This is an optimization exercise on Yosys and OpenROAD, whose aim is small area, not a production implementation.
Where RTL was checked, it was by simulation tests only, not by an equivalence proof against the original.
No activity file was given, so power comes from the tool's default toggle rates. No driver is modelled on the clock port, so clocking that relies on it looks cheaper here than on a real chip.

Design led_matrix_top, start of the top module:
module led_matrix_top(input  logic clk,
                      input  logic r,
                      input  logic w_enable,
                      input  logic get_buffer,
                      input  logic [383:0] y_in,
                      output logic r0_out,
                      output logic r1_out,
                      output logic g0_out,
                      output logic g1_out,
                      output logic b0_out,
                      output logic b1_out,
                      output logic latch,
                      output logic OE,
                      output logic sck,
                      output logic [4:0] addr);
	logic reset, read_en, row_valid;
	logic [5:0] row_0_pos, row_1_pos;
	assign reset = ~r;
	EBRController FrameBuffer(.clk(clk), .reset(reset), .w_enable(w_enable), .r_enable(read_en),
		.get_buffer(get_buffer), .y_in(y_in), .addr(addr),
		.row_valid(row_valid), .row_0_pos(row_0_pos), .row_1_pos(row_1_pos));
	DisplayController Display(.clk(clk), .reset(reset), .row_valid(row_valid),
		.row_0_pos(row_0_pos), .row_1_pos(row_1_pos), .current_addr(addr), .blank(OE),
		.latch(latch), .r0_out(r0_out), .r1_out(r1_out), .g0_out(g0_out), .g1_out(g1_out),
		.b0_out(b0_out), .b1_out(b1_out), .out_clk(sck), .read_en(read_en));
endmodule
Size in the first run: about 1700 cells after synthesis, about 1200 flip-flops, ~0.040 mm² of cells after synthesis.
export LEC_CHECK = 0
export CAP_MARGIN = 20
export CORE_MARGIN = 2
export CORE_UTILIZATION = 50
export PLACE_DENSITY = 0.6
export SLEW_MARGIN = 20
create_clock -name core_clock -period 10.0 [get_ports {clk}]
standard.sh (not shown) runs the stock make flow with config.mk's settings and CLKGATE_MAP_FILE= SYNTH_SCRIPT=/design/flow/synth_recipe.tcl, a recipe that flattens the netlist after the stock synthesis.
==> flow/flow/run.sh <==
#!/bin/bash
# Standard ORFS layout with smaller port buffers and a clock tree built from
# larger sink clusters of small clock buffers, without dummy loads.
set -euo pipefail
bash standard.sh \
  BUFFER_PORTS_ARGS="-buffer_cell sky130_fd_sc_hd__buf_1" \
  CTS_ARGS="-sink_clustering_enable -repair_clock_nets -dont_use_dummy_load -sink_clustering_size 30 -sink_clustering_max_diameter 80 -buf_list {sky130_fd_sc_hd__clkbuf_8 sky130_fd_sc_hd__clkbuf_16}" \
  finish > flow.log 2>&1
Change:
==> flow/flow/run.sh (replaced) <==
#!/bin/bash
# Standard ORFS layout with smaller port buffers and a clock tree built from
# small clock buffers without dummy loads.
set -euo pipefail
bash standard.sh \
  BUFFER_PORTS_ARGS="-buffer_cell sky130_fd_sc_hd__buf_1" \
  CTS_ARGS="-sink_clustering_enable -repair_clock_nets -dont_use_dummy_load -buf_list {sky130_fd_sc_hd__clkbuf_4 sky130_fd_sc_hd__clkbuf_8}" \
  finish > flow.log 2>&1
--- a/flow/config.mk
+++ b/flow/config.mk
@@ -10,2 +10,2 @@
-export CORE_UTILIZATION = 50
-export PLACE_DENSITY = 0.6
+export CORE_UTILIZATION = 70
+export PLACE_DENSITY = 0.8
Effect: Final cell count is lower by about 5%; wire length is lower by about 5%; global-route usage is higher by 7.2 points; die area is lower by 28%; worst setup slack gets worse by 0.077 ns; cell area is higher by about 1.8%; synthesized cell count is unchanged.
Change:
--- a/flow/config.mk
+++ b/flow/config.mk
@@ -10,2 +10,2 @@
-export CORE_UTILIZATION = 70
-export PLACE_DENSITY = 0.8
+export CORE_UTILIZATION = 50
+export PLACE_DENSITY = 0.6
What happened:
- final cell count grows by 9.9%
- total power grows by 1.5%
- routed wire length went up by 7.6%
- die area came out higher by 39%
- clock-buffer cell count grows by 10
Change:
==> flow/flow/run.sh (replaced) <==
#!/bin/bash
# Standard ORFS layout with smaller port buffers and a clock tree built from
# larger sink clusters of small clock buffers, without dummy loads.
set -euo pipefail
bash standard.sh \
  BUFFER_PORTS_ARGS="-buffer_cell sky130_fd_sc_hd__buf_1" \
  CTS_ARGS="-sink_clustering_enable -repair_clock_nets -dont_use_dummy_load -sink_clustering_size 20 -sink_clustering_max_diameter 50 -buf_list {sky130_fd_sc_hd__clkbuf_4 sky130_fd_sc_hd__clkbuf_8}" \
  finish > flow.log 2>&1
Result: Worst setup slack improves by 0.053 ns; power falls by about 8%; critical path depth stays the same; cell count goes down by about 2.3%; via count drops by 1.8%; sequential power hardly moves.
No run of this note included a check of the RTL's function; only the layout flow was run.


led_matrix_top, a different RTL version from the one above (not shown whole).
Size: ~1600 cells after synthesis, ~1200 flip-flops, about 400 I/O pins, ~0.038 mm^2 of cells after synthesis.
clock: 10.0 ns
lec_check: 0
cap_margin: 20
core_margin: 2
core_utilization: 70
place_density: 0.8
slew_margin: 20
synth_hierarchical: 1
synth_minimum_keep_size: 0
==> flow/flow/run.sh <==
#!/bin/bash
# Standard ORFS layout with smaller port buffers and a clock tree built from
# larger sink clusters, without dummy loads.
set -euo pipefail
bash standard.sh \
  BUFFER_PORTS_ARGS="-buffer_cell sky130_fd_sc_hd__buf_1" \
  CTS_ARGS="-sink_clustering_enable -repair_clock_nets -dont_use_dummy_load -sink_clustering_size 30 -sink_clustering_max_diameter 60 -buf_list {sky130_fd_sc_hd__clkbuf_16}" \
  finish > flow.log 2>&1
Then changed:
==> flow/flow/run.sh (replaced) <==
#!/bin/bash
# Standard ORFS layout with smaller port buffers and a clock tree built from
# larger sink clusters, without dummy loads.
set -euo pipefail
bash standard.sh \
  BUFFER_PORTS_ARGS="-buffer_cell sky130_fd_sc_hd__buf_1" \
  CTS_ARGS="-sink_clustering_enable -repair_clock_nets -dont_use_dummy_load -sink_clustering_size 34 -sink_clustering_max_diameter 70 -buf_list {sky130_fd_sc_hd__clkbuf_16}" \
  finish > flow.log 2>&1
Settings changed: CORE_UTILIZATION 70 to 80, PLACE_DENSITY 0.8 to 0.88.
Effect: Worst setup slack is worse by 0.12 ns. Area after synthesis stays the same. Non-clock buffer count fell by 4. Fmax went down by a few percent. Routed wire length increases by about a fifth. Synthesized cell count does not change. Total power stays flat.
Then changed:
==> flow/flow/run.sh (replaced) <==
#!/bin/bash
# Standard ORFS layout with smaller port buffers and a clock tree built from
# larger sink clusters, without dummy loads.
set -euo pipefail
bash standard.sh \
  BUFFER_PORTS_ARGS="-buffer_cell sky130_fd_sc_hd__buf_1" \
  CTS_ARGS="-sink_clustering_enable -repair_clock_nets -dont_use_dummy_load -sink_clustering_size 30 -sink_clustering_max_diameter 60 -buf_list {sky130_fd_sc_hd__clkbuf_16}" \
  finish > flow.log 2>&1
Settings changed: CAP_MARGIN 20 to 0, CORE_UTILIZATION 80 to 70, PLACE_DENSITY 0.88 to 0.8, SLEW_MARGIN 20 to 0.
Effect:
- worst hold slack is worse by 0.033 ns
- first-iteration DRC count decreases by 41%
- wire length decreases by 16%


led_matrix_top, a different RTL version from the one above (not shown whole).
Size: ~1700 cells after synthesis, ~1200 flip-flops, about 400 I/O pins, ~39000 um2 of cells after synthesis.
Settings: LEC_CHECK=0, CAP_MARGIN=20, CORE_MARGIN=2, CORE_UTILIZATION=70, PLACE_DENSITY=0.8, SLEW_MARGIN=20; clock period 10.0 ns.
==> flow/flow/run.sh <==
#!/bin/bash
# Standard ORFS layout with smaller port buffers and a clock tree built from
# larger sink clusters, without dummy loads.
set -euo pipefail
bash standard.sh \
  BUFFER_PORTS_ARGS="-buffer_cell sky130_fd_sc_hd__buf_1" \
  CTS_ARGS="-sink_clustering_enable -repair_clock_nets -dont_use_dummy_load -sink_clustering_size 30 -sink_clustering_max_diameter 60 -buf_list {sky130_fd_sc_hd__clkbuf_16}" \
  finish > flow.log 2>&1
The first run completed with no timing, DRC or antenna violations.
Change:
==> flow/flow/run.sh (replaced) <==
#!/bin/bash
# Standard ORFS layout with smaller port buffers and a clock tree built from
# larger sink clusters, without dummy loads.
set -euo pipefail
bash standard.sh \
  BUFFER_PORTS_ARGS="-buffer_cell sky130_fd_sc_hd__buf_1" \
  CTS_ARGS="-sink_clustering_enable -repair_clock_nets -dont_use_dummy_load -sink_clustering_size 36 -sink_clustering_max_diameter 50 -buf_list {sky130_fd_sc_hd__clkbuf_16}" \
  finish > flow.log 2>&1
=> The new run produced a clean layout. Hold slack gains 0.0058 ns. Final area went up by 1.3%. Wire length went up by 4.0%. Register-to-register slack loses 0.02 ns. Total power went up by 6.1%. Non-clock buffer count is unchanged.
No run of this note included a check of the RTL's function; only the layout flow was run.


The RTL this note starts from:
==> flow/design.v <==
module EBRController(input  logic clk,
                     input  logic reset,
                     input  logic w_enable,
                     input  logic r_enable,
                     input  logic get_buffer,
                     input  logic [63:0][5:0] y_in,
                     input  logic [4:0] addr,
                     output logic row_valid,
                     output logic [5:0] row_0_pos,
                     output logic [5:0] row_1_pos);
	logic st_clear, st_write;
	logic [63:0][5:0] w_pos, o_pos, d_pos;
	logic w_valid, o_valid, d_valid;
	logic o_load, d_load;
	always_ff @(posedge clk) begin
		if (reset) begin
			st_clear <= 1'b0;
			st_write <= 1'b0;
		end else begin
			st_clear <= ~st_clear & ~st_write & w_enable;
			st_write <= st_clear;
		end
	end
	always_ff @(posedge clk) begin
		if (st_clear) w_valid <= 1'b0;
		if (st_write) w_valid <= 1'b1;
	end
	HoldReg #(.N(384)) WBuf(.clk(clk), .load(st_write), .hold(~st_write), .d(y_in), .q(w_pos));
	assign o_load = ~st_clear & ~st_write & get_buffer;
	HoldReg #(.N(385)) OBuf(.clk(clk), .load(o_load), .hold(~o_load),
		.d({w_valid, w_pos}), .q({o_valid, o_pos}));
	assign d_load = ~r_enable & get_buffer;
	HoldReg #(.N(385)) DBuf(.clk(clk), .load(d_load), .hold(~d_load),
		.d({o_valid, o_pos}), .q({d_valid, d_pos}));
	logic [31:0] sel;
	logic [5:0] rd0, rd1;
	RowDecode Dec(.addr(addr), .sel(sel));
	RowSelect Sel0(.sel(sel), .rows(d_pos[31:0]), .row(rd0));
	RowSelect Sel1(.sel(sel), .rows(d_pos[63:32]), .row(rd1));
	HoldReg #(.N(13)) RowRegs(.clk(clk), .load(r_enable), .hold(~r_enable),
		.d({d_valid, rd1, rd0}), .q({row_valid, row_1_pos, row_0_pos}));
endmodule
module RowDecode(input logic [4:0] addr, output logic [31:0] sel);
	always_comb
		for (int k = 0; k < 32; k++) sel[k] = addr == k[4:0];
endmodule
module SelectAOI3(input logic [2:0] sel, input logic [2:0] d, output logic y_n);
	assign y_n = ~|(sel & d);
endmodule
module RowSelect(input logic [31:0] sel, input logic [31:0][5:0] rows, output logic [5:0] row);
	logic [5:0][31:0] d_t;
	logic [5:0][10:0] part_n;
	for (genvar b = 0; b < 6; b++) begin : g_bit
		for (genvar k = 0; k < 32; k++) begin : g_row
			assign d_t[b][k] = rows[k][b];
		end
		for (genvar g = 0; g < 10; g++) begin : g_grp
			SelectAOI3 Aoi(.sel(sel[3*g +: 3]), .d(d_t[b][3*g +: 3]), .y_n(part_n[b][g]));
		end
		SelectAOI3 AoiLast(.sel(sel[31:29]), .d(d_t[b][31:29]), .y_n(part_n[b][10]));
		assign row[b] = ~&part_n[b];
	end
endmodule
module HoldReg #(parameter N = 1) (input  logic clk,
                                   input  logic load,
                                   input  logic hold,
                                   input  logic [N-1:0] d,
                                   output logic [N-1:0] q);
	always_ff @(posedge clk)
		q <= ({N{load}} & d) | ({N{hold}} & q);
endmodule
module DisplayController(input  logic clk,
                         input  logic reset,
                         input  logic row_valid,
                         input  logic [5:0] row_0_pos,
                         input  logic [5:0] row_1_pos,
                         output logic [4:0] current_addr,
                         output logic blank,
                         output logic latch,
                         output logic r0_out,
                         output logic r1_out,
                         output logic g0_out,
                         output logic g1_out,
                         output logic b0_out,
                         output logic b1_out,
                         output logic out_clk,
                         output logic read_en);
	logic [6:0] t;
	logic [3:0] pwm_cnt;
	logic first;	 
	always_ff @(posedge clk) begin
		if (reset) begin
			t       <= 7'd59;
			first   <= 1'b1;
			pwm_cnt <= '0;
		end else begin
			if (t == 7'd5) t <= (pwm_cnt == 4'd0) ? 7'd60 : 7'd63;
			else           t <= t + 7'd1;
			if (t == 7'd5) first <= 1'b0;
			pwm_cnt <= pwm_cnt + (t == 7'd4);
		end
	end
	always_ff @(posedge clk) begin
		if (first && (t == 7'd59 || t == 7'd60 || t == 7'd61)) current_addr <= '0;
		else if (t == 7'd62 && !first) current_addr <= current_addr + 5'd1;
	end
	assign latch   = t == 7'd1;
	assign blank   = ~(t == 7'd2 || t == 7'd3);
	assign out_clk = t[6];
	assign read_en = (t == 7'd60 && first) || (t == 7'd64 && pwm_cnt == 4'd0 && !first);
	PixelColour Colour(.row_valid(row_valid), .row_0_pos(row_0_pos), .row_1_pos(row_1_pos),
		.count(t[5:0] & {6{t[6]}}), .pwm_cnt(pwm_cnt), .rgb({r0_out, r1_out, g0_out, g1_out, b0_out, b1_out}));
endmodule
module PixelColour(input  logic row_valid,
                   input  logic [5:0] row_0_pos,
                   input  logic [5:0] row_1_pos,
                   input  logic [5:0] count,
                   input  logic [3:0] pwm_cnt,
                   output logic [5:0] rgb);
	logic hit0, hit1, r_on, g_on, b_on;
	assign hit0 = row_valid & (row_0_pos == count);
	assign hit1 = row_valid & (row_1_pos == count);
	assign r_on = pwm_cnt != 4'd15;
	assign g_on = pwm_cnt < 4'd14;
	assign b_on = pwm_cnt < 4'd5;
	assign rgb = {hit0 & r_on, hit1 & r_on, hit0 & g_on, hit1 & g_on, hit0 & b_on, hit1 & b_on};
endmodule
module led_matrix_top(input  logic clk,
                      input  logic r,
                      input  logic w_enable,
                      input  logic get_buffer,
                      input  logic [383:0] y_in,
                      output logic r0_out,
                      output logic r1_out,
                      output logic g0_out,
                      output logic g1_out,
                      output logic b0_out,
                      output logic b1_out,
                      output logic latch,
                      output logic OE,
                      output logic sck,
                      output logic [4:0] addr);
	logic reset, read_en, row_valid;
	logic [5:0] row_0_pos, row_1_pos;
	assign reset = ~r;
	EBRController FrameBuffer(.clk(clk), .reset(reset), .w_enable(w_enable), .r_enable(read_en),
		.get_buffer(get_buffer), .y_in(y_in), .addr(addr),
		.row_valid(row_valid), .row_0_pos(row_0_pos), .row_1_pos(row_1_pos));
	DisplayController Display(.clk(clk), .reset(reset), .row_valid(row_valid),
		.row_0_pos(row_0_pos), .row_1_pos(row_1_pos), .current_addr(addr), .blank(OE),
		.latch(latch), .r0_out(r0_out), .r1_out(r1_out), .g0_out(g0_out), .g1_out(g1_out),
		.b0_out(b0_out), .b1_out(b1_out), .out_clk(sck), .read_en(read_en));
endmodule
Settings: LEC_CHECK=0, CAP_MARGIN=20, CELL_PAD_IN_SITES_DETAIL_PLACEMENT=0, CELL_PAD_IN_SITES_GLOBAL_PLACEMENT=0, CORE_MARGIN=2, CORE_UTILIZATION=70, PLACE_DENSITY=0.8, SLEW_MARGIN=20, SYNTH_HIERARCHICAL=1, SYNTH_MINIMUM_KEEP_SIZE=0; clock period 10.0 ns.
==> flow/flow/run.sh <==
#!/bin/bash
# Standard ORFS layout with smaller port buffers and a clock tree built from
# larger sink clusters, without dummy loads.
set -euo pipefail
bash standard.sh \
  BUFFER_PORTS_ARGS="-buffer_cell sky130_fd_sc_hd__buf_1" \
  CTS_ARGS="-sink_clustering_enable -repair_clock_nets -dont_use_dummy_load -sink_clustering_size 30 -sink_clustering_max_diameter 60 -buf_list {sky130_fd_sc_hd__clkbuf_16}" \
  finish > flow.log 2>&1
The starting point ran to the end with no violations.
Rerun with:
--- a/flow/config.mk
+++ b/flow/config.mk
@@ -9,2 +8,0 @@
-export CELL_PAD_IN_SITES_DETAIL_PLACEMENT = 0
-export CELL_PAD_IN_SITES_GLOBAL_PLACEMENT = 0
The new run went through all stages and came out clean. Sequential share of layout area is unchanged. Critical path depth is unchanged. Register-to-register slack barely changes. Final area stays the same. Non-clock buffer count does not change. Count of clock-buffer cells in the layout is unchanged. Worst setup slack stays the same. Total power does not change. Routed wire length is unchanged. First-iteration DRC count does not change.

-- what the ideal ports hide --
In the flow no input, the clock included, has a driving cell. The finished layouts below were timed again as built, in two steps.
Step 1 assumes that a clkbuf_16 drives the clock port and a buf_2 every other input.
Step 2 adds t to the input delays and takes it off the output delays; t is the mean of the earliest and latest rising clock arrival at the registers after step 1. Input paths then give back, and output paths get back, about the clock's delay inside the block.
a / b / c = no drivers / after step 1 / after step 2; a / b = the first two.
run | t, ns | setup WS [ns] | worst setup path after step 2 | clock arrival spread, ns
the first run of note 1 | 0.676 | 5.728 / 5.660 / 5.424 | input to register | 0.069 / 0.070
the second run of note 1 | 0.820 | 5.651 / 5.593 / 5.407 | input to register | 0.062 / 0.062
the third run of note 1 | 0.849 | 5.611 / 5.542 / 5.407 | input to register | 0.074 / 0.074
the fourth run of note 1 | 0.747 | 5.664 / 5.602 / 5.400 | input to register | 0.092 / 0.092
the first run of note 2 | 0.655 | 5.880 / 5.861 / 5.205 | input to register | 0.065 / 0.065
the second run of note 2 | 0.695 | 5.758 / 5.695 / 5.456 | input to register | 0.060 / 0.060
the third run of note 2 | 0.655 | 5.976 / 5.953 / 5.299 | input to register | 0.062 / 0.063
the first run of note 3 | 0.679 | 5.712 / 5.649 / 5.989 | input to register | 0.078 / 0.079
the second run of note 3 | 0.675 | 5.745 / 5.679 / 5.938 | input to register | 0.080 / 0.080
the first run of note 4 | 0.681 | 4.547 / 4.547 / 4.289 | input to register | 0.076 / 0.075
the second run of note 4 | 0.681 | 4.547 / 4.547 / 4.289 | input to register | 0.076 / 0.075
After both steps setup and hold are still met in every run listed. For the third run of note 2, which loses most, drivers alone change the setup slack by -0.023 ns; drivers and shift together by -0.677 ns.
